Background: an optimization exercise with open tools, aiming at small area. Do not read the settings as production practice.
The RTL was checked by simulation tests, not by an equivalence proof against the original design.
No driver is modelled on the clock port, so clock power and skew are understated where the tree is cut down; a real chip needs a root buffer or a tree.
Power figures rest on the tool's default switching activity, not on a simulated workload.

## violet
Design top, start of the top module:
module top(
    input clk,
    input rst,
    input start,
    input [7:0] txin,
    output reg tx,
    input rx,
    output [7:0] rxout,
    output rxdone,
    output txdone
);
parameter clk_value = 100_000;
parameter baud = 9600;
parameter wait_count = clk_value / baud;
reg [3:0] tcnt;
reg [3:0] L;
reg [7:0] sh;       
wire tidle  = ~(L[3] | L[2] | L[1] | L[0]);
wire tload  = tidle | rst;
wire bitDone = (tcnt[0] & ~tcnt[1] & ~tcnt[2]);
wire tc9 = (tcnt[0] & ~tcnt[1] & ~tcnt[3]);
wire twrap = (tcnt[0] & tcnt[1] & ~tcnt[3]);
wire tfirst = (~tcnt[1] & ~tcnt[2] & ~tcnt[3]);
always @(posedge clk) begin
    tcnt[0] <= (~tcnt[1] & ~tload);
    tcnt[1] <= (tcnt[2] & ~tload);
    tcnt[2] <= ~((~tcnt[0] & tcnt[3]) | (tload) | (tcnt[1] & tcnt[2] & ~tcnt[3]));
    tcnt[3] <= (~tcnt[0] & ~tload);
end
wire tend  = twrap & (~L[2] & ~L[3]);        
wire tkill = rst | tend;
wire tgo   = tidle & start;
always @(posedge clk) begin
  ...
==> flow/config.mk <==
export PLATFORM = sky130hd
export DESIGN_NAME = top
export DESIGN_NICKNAME = top
export VERILOG_FILES = /design/flow/design.v
export SDC_FILE = /design/flow/constraint.sdc
export NUM_CORES = 4
export LEC_CHECK = 0
export CAP_MARGIN = 0
export CORE_MARGIN = 2
export CORE_UTILIZATION = 35
export SLEW_MARGIN = 0
==> flow/constraint.sdc <==
create_clock -name core_clock -period 5.0 [get_ports {clk}]
set_input_delay 1.0000 -clock core_clock [delete_from_list [all_inputs] [get_ports {clk}]]
set_output_delay 1.0000 -clock core_clock [all_outputs]
set_load 0.01 [all_outputs]
standard.sh (not shown) runs the stock make flow with config.mk's settings and CLKGATE_MAP_FILE= SYNTH_SCRIPT=/design/flow/synth_recipe.tcl, a recipe that flattens the netlist after the stock synthesis.
==> flow/flow/run.sh <==
#!/bin/bash
# ORFS layout through the standard.sh, with these changes:
#  - synthesis maps the logic with an area-oriented ABC script (flow/area.abc)
#    and without half/full-adder cells, then turns each mux2 cell into an
#    a22o cell with one inverter per select net (flow/mux2a22o.v); registers
#    are mapped as usual;
#  - the port buffers are buf_1 cells;
#  - the clock tree is one buffer (flow/post_cts.tcl) of cell CLOCK_ROOT_CELL.
# If a try does not finish (the detailed router can get stuck on a last
# violation), the layout is made again from scratch with another core
# utilization.
set -uo pipefail
here=$(pwd)
flowdir=$here/flow

# Synthesis script: ORFS's synth.tcl with the ABC script swapped, then what
# synth_recipe.tcl does after it.
sed "s#log_cmd abc {\*}\$abc_args#lset abc_args 1 $flowdir/area.abc; log_cmd abc {*}\$abc_args; techmap -map $flowdir/mux2a22o.v; opt_merge -share_all; opt_clean#" \
    "$FLOW_HOME/scripts/synth.tcl" > "$here/area_synth.tcl"
grep -q "area.abc" "$here/area_synth.tcl" || exit 1
sed "s#source \$::env(SCRIPTS_DIR)/synth.tcl#source $here/area_synth.tcl#" \
    "$here/synth_recipe.tcl" > "$here/my_synth.tcl"
grep -q "area_synth.tcl" "$here/my_synth.tcl" || exit 1
sed "s#SYNTH_SCRIPT=[^ ]*synth_recipe.tcl#SYNTH_SCRIPT=$here/my_synth.tcl ADDER_MAP_FILE=#" \
    "$here/standard.sh" > "$here/my_standard.sh"
grep -q "my_synth.tcl" "$here/my_standard.sh" || exit 1

export BUFFER_PORTS_ARGS="-buffer_cell sky130_fd_sc_hd__buf_1"
export CTS_ARGS="-sink_clustering_enable -repair_clock_nets -dont_use_dummy_load"
export POST_CTS_TCL=$flowdir/post_cts.tcl
export CLOCK_ROOT_CELL=${CLOCK_ROOT_CELL:-sky130_fd_sc_hd__buf_12}

try=0
for util in "" 30 45; do
  try=$((try + 1))
  rm -rf "$here/orfs" "$here/out/final.def"
  if [[ -n "$util" ]]; then extra="CORE_UTILIZATION=$util"; else extra=""; fi
  setsid bash "$here/my_standard.sh" $extra finish > "$here/flow_try$try.log" 2>&1 &
  pid=$!
  for ((s = 0; s < 600; s += 5)); do
    kill -0 "$pid" 2>/dev/null || break
    sleep 5
  done
  if kill -0 "$pid" 2>/dev/null; then
    kill -TERM -- "-$pid" 2>/dev/null
    sleep 10
    kill -KILL -- "-$pid" 2>/dev/null
  fi
  wait "$pid"
  status=$?
  if [[ $status -eq 0 && -f "$here/out/final.def" ]]; then
    exit 0
  fi
  echo "try $try (utilization ${util:-default}) did not finish" >&2
done
exit 1
==> flow/flow/post_cts.tcl <==
# Replace the clock tree that CTS built by one buffer: every clock sink is
# moved to the root buffer's output, the other tree buffers are removed, and
# the root buffer is given the cell in CLOCK_ROOT_CELL.
set block [ord::get_db_block]
set db [ord::get_db]
set clknet [[$block findBTerm clk] getNet]
set roots {}
foreach it [$clknet getITerms] {
  if { [$it isInputSignal] } { lappend roots [$it getInst] }
}
if { [llength $roots] != 1 } { error "expected one root clock buffer, found [llength $roots]" }
set root [lindex $roots 0]
set rootnet [[$root findITerm X] getNet]
set removed 0
set again 1
while { $again } {
  set again 0
  foreach it [$rootnet getITerms] {
    if { ![$it isInputSignal] } { continue }
    set inst [$it getInst]
    set mname [[$inst getMaster] getName]
    if { ![string match "sky130_fd_sc_hd__clkbuf_*" $mname] } { continue }
    set outnet [[$inst findITerm X] getNet]
    foreach sink [$outnet getITerms] {
      if { [$sink getInst] == $inst } { continue }
      $sink disconnect
      $sink connect $rootnet
    }
    $it disconnect
    odb::dbInst_destroy $inst
    odb::dbNet_destroy $outnet
    incr removed
    set again 1
    break
  }
}
$root swapMaster [$db findMaster $::env(CLOCK_ROOT_CELL)]
# Put the buffer at the centre of its sinks; detailed_placement legalizes it.
set sx 0
set sy 0
set n 0
foreach it [$rootnet getITerms] {
  if { ![$it isInputSignal] } { continue }
  set bb [[$it getInst] getBBox]
  set sx [expr { $sx + ([$bb xMin] + [$bb xMax]) / 2 }]
  set sy [expr { $sy + ([$bb yMin] + [$bb yMax]) / 2 }]
  incr n
}
if { $n > 0 } {
  $root setLocation [expr { $sx / $n }] [expr { $sy / $n }]
}
puts "post_cts: removed $removed clock buffers, root [$root getName] is $::env(CLOCK_ROOT_CELL)"
detailed_placement
estimate_parasitics -placement
report_clock_min_period
Other scripts of this flow, unchanged in this note and not shown: flow/flow/area.abc, flow/flow/mux2a22o.v
Every stage of the flow completed for violet, and the final layout passed the timing, DRC and antenna checks.
Input changes introduced in ember (baseline for comparison: violet):
diff --git a/flow/flow/run.sh b/flow/flow/run.sh
--- a/flow/flow/run.sh
+++ b/flow/flow/run.sh
@@ -8 +8,2 @@
-#  - the clock tree is one buffer (flow/post_cts.tcl) of cell CLOCK_ROOT_CELL.
+#  - the clock tree is one buffer (flow/post_cts.tcl), the smallest cell of
+#    CLOCK_ROOT_CELLS that keeps the clock pins' slew well inside the limit.
@@ -31 +32,2 @@
-export CLOCK_ROOT_CELL=${CLOCK_ROOT_CELL:-sky130_fd_sc_hd__buf_12}
+export CLOCK_ROOT_CELL=sky130_fd_sc_hd__buf_12
+export CLOCK_ROOT_CELLS="sky130_fd_sc_hd__buf_8 sky130_fd_sc_hd__buf_12"
diff --git a/flow/flow/post_cts.tcl b/flow/flow/post_cts.tcl
--- a/flow/flow/post_cts.tcl
+++ b/flow/flow/post_cts.tcl
@@ -54,0 +55,27 @@
+
+proc worst_clock_slew { } {
+  set worst 0
+  foreach pin [get_pins -hierarchical */CLK] {
+    set s [get_property $pin slew_max]
+    if { $s > $worst } { set worst $s }
+  }
+  return $worst
+}
+# Try the cells of CLOCK_ROOT_CELLS from the smallest and keep the first whose
+# estimate stays below 132 ps (about 125 ps once routed); else clkbuf_16.
+set chosen ""
+foreach cell $::env(CLOCK_ROOT_CELLS) {
+  $root swapMaster [$db findMaster $cell]
+  detailed_placement
+  estimate_parasitics -placement
+  set slew [worst_clock_slew]
+  puts "post_cts: $cell gives a worst clock pin slew estimate of [format %.1f [expr { $slew * 1000 }]] ps"
+  if { $slew <= 0.132 } { set chosen $cell; break }
+}
+if { $chosen eq "" } {
+  $root swapMaster [$db findMaster sky130_fd_sc_hd__clkbuf_16]
+  detailed_placement
+  estimate_parasitics -placement
+  set chosen sky130_fd_sc_hd__clkbuf_16
+}
+puts "post_cts: root is $chosen"
==> comparison <==
Result for ember and violet: all clean
violet -> ember: detailed placement HPWL delta 0, exact match
As far as final critical delay including setup and external delays goes, ember and violet are indistinguishable; the numbers are identical.
For clock slew at the register clock pins of the worst setup and hold paths, violet and ember come out practically identical.
Any difference in count of final max-slew check failures between ember and violet is small enough to ignore.
[inputs] amber vs ember
diff --git a/flow/flow/run.sh b/flow/flow/run.sh
--- a/flow/flow/run.sh
+++ b/flow/flow/run.sh
@@ -8,2 +8 @@
-#  - the clock tree is one buffer (flow/post_cts.tcl), the smallest cell of
-#    CLOCK_ROOT_CELLS that keeps the clock pins' slew well inside the limit.
+#  - the clock tree is one buffer (flow/post_cts.tcl) of cell CLOCK_ROOT_CELL.
@@ -32,2 +31 @@
-export CLOCK_ROOT_CELL=sky130_fd_sc_hd__buf_12
-export CLOCK_ROOT_CELLS="sky130_fd_sc_hd__buf_8 sky130_fd_sc_hd__buf_12"
+export CLOCK_ROOT_CELL=${CLOCK_ROOT_CELL:-sky130_fd_sc_hd__clkbuf_16}
diff --git a/flow/flow/post_cts.tcl b/flow/flow/post_cts.tcl
--- a/flow/flow/post_cts.tcl
+++ b/flow/flow/post_cts.tcl
@@ -55,27 +54,0 @@
-
-proc worst_clock_slew { } {
-  set worst 0
-  foreach pin [get_pins -hierarchical */CLK] {
-    set s [get_property $pin slew_max]
-    if { $s > $worst } { set worst $s }
-  }
-  return $worst
-}
-# Try the cells of CLOCK_ROOT_CELLS from the smallest and keep the first whose
-# estimate stays below 132 ps (about 125 ps once routed); else clkbuf_16.
-set chosen ""
-foreach cell $::env(CLOCK_ROOT_CELLS) {
-  $root swapMaster [$db findMaster $cell]
-  detailed_placement
-  estimate_parasitics -placement
-  set slew [worst_clock_slew]
-  puts "post_cts: $cell gives a worst clock pin slew estimate of [format %.1f [expr { $slew * 1000 }]] ps"
-  if { $slew <= 0.132 } { set chosen $cell; break }
-}
-if { $chosen eq "" } {
-  $root swapMaster [$db findMaster sky130_fd_sc_hd__clkbuf_16]
-  detailed_placement
-  estimate_parasitics -placement
-  set chosen sky130_fd_sc_hd__clkbuf_16
-}
-puts "post_cts: root is $chosen"
amber reached the end of the flow, and the finished layout is clean on the timing, DRC and antenna checks.
The cell area of amber exceeds that of ember by about 0.4%.
amber: final worst-path cycle share is 0.51 points higher than what ember reported.
ember -> amber: area enclosed by the die boundary delta 0, exact match
Sort ember and amber by worst-case setup margin in the final layout asc -> top: amber
ember -> amber: buffer count excluding the clock tree in the final layout delta 0, exact match
ember -> amber: clock skew flat
The more densely filled core belongs to amber, not ember.
Edits applied to the flow inputs when going from amber to nickel:
diff --git a/flow/flow/run.sh b/flow/flow/run.sh
--- a/flow/flow/run.sh
+++ b/flow/flow/run.sh
@@ -31 +31 @@
-export CLOCK_ROOT_CELL=${CLOCK_ROOT_CELL:-sky130_fd_sc_hd__clkbuf_16}
+export CLOCK_ROOT_CELL=${CLOCK_ROOT_CELL:-sky130_fd_sc_hd__buf_12}
diff --git a/flow/flow/post_cts.tcl b/flow/flow/post_cts.tcl
--- a/flow/flow/post_cts.tcl
+++ b/flow/flow/post_cts.tcl
@@ -54,0 +55,17 @@
+
+proc worst_clock_slew { } {
+  set worst 0
+  foreach pin [get_pins -hierarchical */CLK] {
+    set s [get_property $pin slew_max]
+    if { $s > $worst } { set worst $s }
+  }
+  return $worst
+}
+set slew [worst_clock_slew]
+puts "post_cts: worst clock pin slew estimate [format %.1f [expr { $slew * 1000 }]] ps"
+if { $slew > 0.132 && [[$root getMaster] getName] ne "sky130_fd_sc_hd__clkbuf_16" } {
+  $root swapMaster [$db findMaster sky130_fd_sc_hd__clkbuf_16]
+  detailed_placement
+  estimate_parasitics -placement
+  puts "post_cts: root is now sky130_fd_sc_hd__clkbuf_16, estimate [format %.1f [expr { [worst_clock_slew] * 1000 }]] ps"
+}
--- outcome ---
- Final critical-path setup slack: amber and nickel compared, higher one is nickel
- Against amber, nickel reports a internal power that is lower.
- Diff amber -> nickel: final standard cell utilization of the core shrank by 0.16 points; power fell by 0.92%; worst hold margin ~0 delta; combinational share of power did not really move.

==> port drivers added, routing unchanged <==
The flow's constraints put no driver on any port. The routed layouts listed below were extracted and timed again, unchanged, in two steps. Step 1: set_driving_cell puts a clkbuf_16 on clk and a buf_2 on each other input, an assumption about the parent block. Step 2, shift: input delay + t, output delay - t, t = (earliest + latest rising clock arrival at the registers) / 2. This alone moves slack from input paths to output paths. a / b / c = no drivers / after step 1 / after step 2; a / b = the first two.
run	t, ns	slack for setup (ns)	worst register clock-pin slew, ns	worst data-port slew with drivers (ns)
violet	0.173	2.506 / 2.476 / 2.650	0.12 / 0.12	0.04
ember	0.173	2.506 / 2.476 / 2.650	0.12 / 0.12	0.04
amber	0.197	2.480 / 2.453 / 2.650	0.11 / 0.11	0.04
nickel	0.173	2.506 / 2.476 / 2.650	0.12 / 0.12	0.04
After both steps setup and hold are still met in every run listed.
